Context: an optimization exercise on an open-source flow, tuned for small area. The choices shown serve that exercise and are no tape-out recipe. The RTL was checked by simulation tests, not by an equivalence proof against the original design. Power is estimated from default activity; no workload was simulated.

before:
Design processor, start of the top module:
module processor
(
	input wire clk_i,
	input wire rst_i,
	input wire stall_i,
	output wire [31:0] addr_o,
	input wire [31:0] data_i,
	output wire [31:0] data_o,
	output wire [3:0] data_w_o,
	output wire [2:0] data_mode_o,
	input wire [7:0] extio_in,
	output wire [7:0] extio_out
);
Settings: LEC_CHECK=0, CAP_MARGIN=20, CORE_MARGIN=2, CORE_UTILIZATION=48, SLEW_MARGIN=20, SYNTH_HIERARCHICAL=1; clock period 12.0 ns.
standard.sh (not shown) runs the stock make flow with config.mk's settings and CLKGATE_MAP_FILE= SYNTH_SCRIPT=/design/flow/synth_recipe.tcl, a recipe that flattens the netlist after the stock synthesis.
==> flow/flow/run.sh <==
#!/bin/bash
# Own flow: the standard layout (standard.sh) with these changes:
#  - synthesis maps with an area-leaning ABC script (flow/abc_area_relaxed.script)
#    through flow/my_abc_synth.tcl, which is synth_recipe.tcl with the abc call
#    redirected (same registers, flattening and renaming);
#  - every port still gets a buffer, a sky130_fd_sc_hd__buf_1;
#  - clock tree built from clkbuf_8 in clusters of up to 14 sinks, without dummy loads;
set -euo pipefail
W=$(pwd)
bash standard.sh finish \
  SYNTH_SCRIPT="$W/flow/my_abc_synth.tcl" \
  "BUFFER_PORTS_ARGS=-buffer_cell sky130_fd_sc_hd__buf_1" \
  "CTS_ARGS=-sink_clustering_enable -repair_clock_nets -buf_list sky130_fd_sc_hd__clkbuf_8 -sink_clustering_size 14 -sink_clustering_max_diameter 90 -dont_use_dummy_load" \
  > "$W/standard_flow.log" 2>&1
test -f "$W/out/final.def"
==> flow/flow/abc_area_relaxed.script <==
&get -n
&st
&dch
&nf -R 1000 -p
&put
topo
stime -c
==> flow/flow/my_abc_synth.tcl <==
proc synth {args} { yosys synth -nofsm -noshare {*}$args }
# map with an area-leaning ABC script in place of ORFS's speed script
set ::my_abc_script [file join [file dirname [file normalize [info script]]] abc_area_relaxed.script]
proc abc {args} {
  set i [lsearch -exact $args -script]
  if {$i >= 0} { lset args [expr {$i + 1}] $::my_abc_script }
  yosys abc {*}$args
}
source $::env(SCRIPTS_DIR)/synth.tcl
# left out here: clear keep_hierarchy, flatten, clean up, hide names made inside functions, write 1_2_yosys.v
[inputs] after vs before
--- a/flow/config.mk
+++ b/flow/config.mk
@@ -9,3 +9,3 @@
 export CORE_MARGIN = 2
-export CORE_UTILIZATION = 48
+export CORE_UTILIZATION = 45
 export SLEW_MARGIN = 20
### Flow results
Post-route cell area ended up 0.38% higher on after than on before. In the metrics for after and before, the one carrying the lower utilization is after. after ends up with lower via count of the first global-routing pass than before does. The fraction of area in clock buffers and inverters of before and that of after are within noise of each other. Filler-free cell count of the finished design came out higher on after than on before.

---

processor, a different RTL version from the one above (not shown whole).
Size in the first run: about 120 I/O pins, ~36000 um^2 of cells after synthesis.
==> flow/config.mk <==
export PLATFORM = sky130hd
export DESIGN_NAME = processor
export DESIGN_NICKNAME = processor
export VERILOG_FILES = /design/flow/design.v
export SDC_FILE = /design/flow/constraint.sdc
export NUM_CORES = 4
export LEC_CHECK = 0
export CAP_MARGIN = 20
export CORE_MARGIN = 2
export CORE_UTILIZATION = 45
export SLEW_MARGIN = 20
export SYNTH_HIERARCHICAL = 1
==> flow/constraint.sdc <==
create_clock -name core_clock -period 12.0 [get_ports {clk_i}]
set_input_delay 2.4000 -clock core_clock [delete_from_list [all_inputs] [get_ports {clk_i}]]
set_output_delay 2.4000 -clock core_clock [all_outputs]
set_load 0.01 [all_outputs]
==> flow/flow/run.sh <==
#!/bin/bash
# Own flow: the standard layout (standard.sh) with these changes:
#  - synthesis maps with an area-leaning ABC script (flow/abc_area_relaxed.script)
#    through flow/my_abc_synth.tcl, which is synth_recipe.tcl with the abc call
#    redirected (same registers, flattening and renaming);
#  - every port still gets a buffer, a sky130_fd_sc_hd__buf_1;
#  - clock tree built from clkbuf_8 in clusters of up to 12 sinks, without dummy loads;
set -euo pipefail
W=$(pwd)
bash standard.sh finish \
  SYNTH_SCRIPT="$W/flow/my_abc_synth.tcl" \
  "BUFFER_PORTS_ARGS=-buffer_cell sky130_fd_sc_hd__buf_1" \
  "CTS_ARGS=-sink_clustering_enable -repair_clock_nets -buf_list sky130_fd_sc_hd__clkbuf_8 -sink_clustering_size 12 -sink_clustering_max_diameter 80 -dont_use_dummy_load" \
  > "$W/standard_flow.log" 2>&1
test -f "$W/out/final.def"
Scripts as last shown in full above: flow/flow/abc_area_relaxed.script, flow/flow/my_abc_synth.tcl
Edit:
==> flow/run.sh (new file) <==
#!/bin/bash
# synth_recipe.tcl (not shown) runs the flow's synth.tcl, then flattens the netlist and writes it again
# the make line also repeats each setting of config.mk as NAME=value (left out here)
make -C /OpenROAD-flow-scripts/flow DESIGN_CONFIG=/design/flow/config.mk WORK_HOME=/design/flow/orfs CLKGATE_MAP_FILE= SYNTH_SCRIPT=/design/flow/synth_recipe.tcl finish
CTS_BUF_LIST = sky130_fd_sc_hd__clkbuf_8   (was unset)
CTS_CLUSTER_DIAMETER = 80   (was unset)
CTS_CLUSTER_SIZE = 12   (was unset)
removed: flow/flow/run.sh
removed: flow/flow/abc_area_relaxed.script
removed: flow/flow/my_abc_synth.tcl
removed: flow/standard.sh
Sequential power went up by about a fifth.
Utilization drops by 2.9 points.
Synthesized area rose by roughly a tenth.
Sequential cell count does not change.
Register-to-register slack improved by 1.5 ns.
Via count rose by a few percent.

## separate check: timing with driven ports
The flow's constraints put no driver on any port. The routed layouts listed below were extracted and timed again, unchanged, in two steps. Step 1 (the two cells are an assumption about what drives the block):
set clk [get_ports {clk_i}]
set_driving_cell -lib_cell sky130_fd_sc_hd__clkbuf_16 $clk
set_driving_cell -lib_cell sky130_fd_sc_hd__buf_2 [delete_from_list [all_inputs] $clk]
Step 2 moves the port delays by t, midway between the first and last clock arrival at a register: inputs arrive t later, outputs are due t later. That takes back most of the time a late clock gives input paths. Three values: no drivers, after step 1, after step 2; two values: the first two.
| run | t, ns | slack for setup (ns) | latest minus earliest clock arrival (ns) |
|---|---|---|---|
| before | 0.795 | 0.779 / 0.706 / 1.501 | 0.091 / 0.091 |
| after | 0.775 | 0.754 / 0.688 / 1.463 | 0.152 / 0.153 |
| the first run of note 2 | 0.739 | 0.390 / 0.327 / 1.065 | 0.119 / 0.119 |
| the second run of note 2 | 0.810 | 0.935 / 0.861 / 1.671 | 0.056 / 0.056 |
After both steps setup and hold are still met in every run listed.
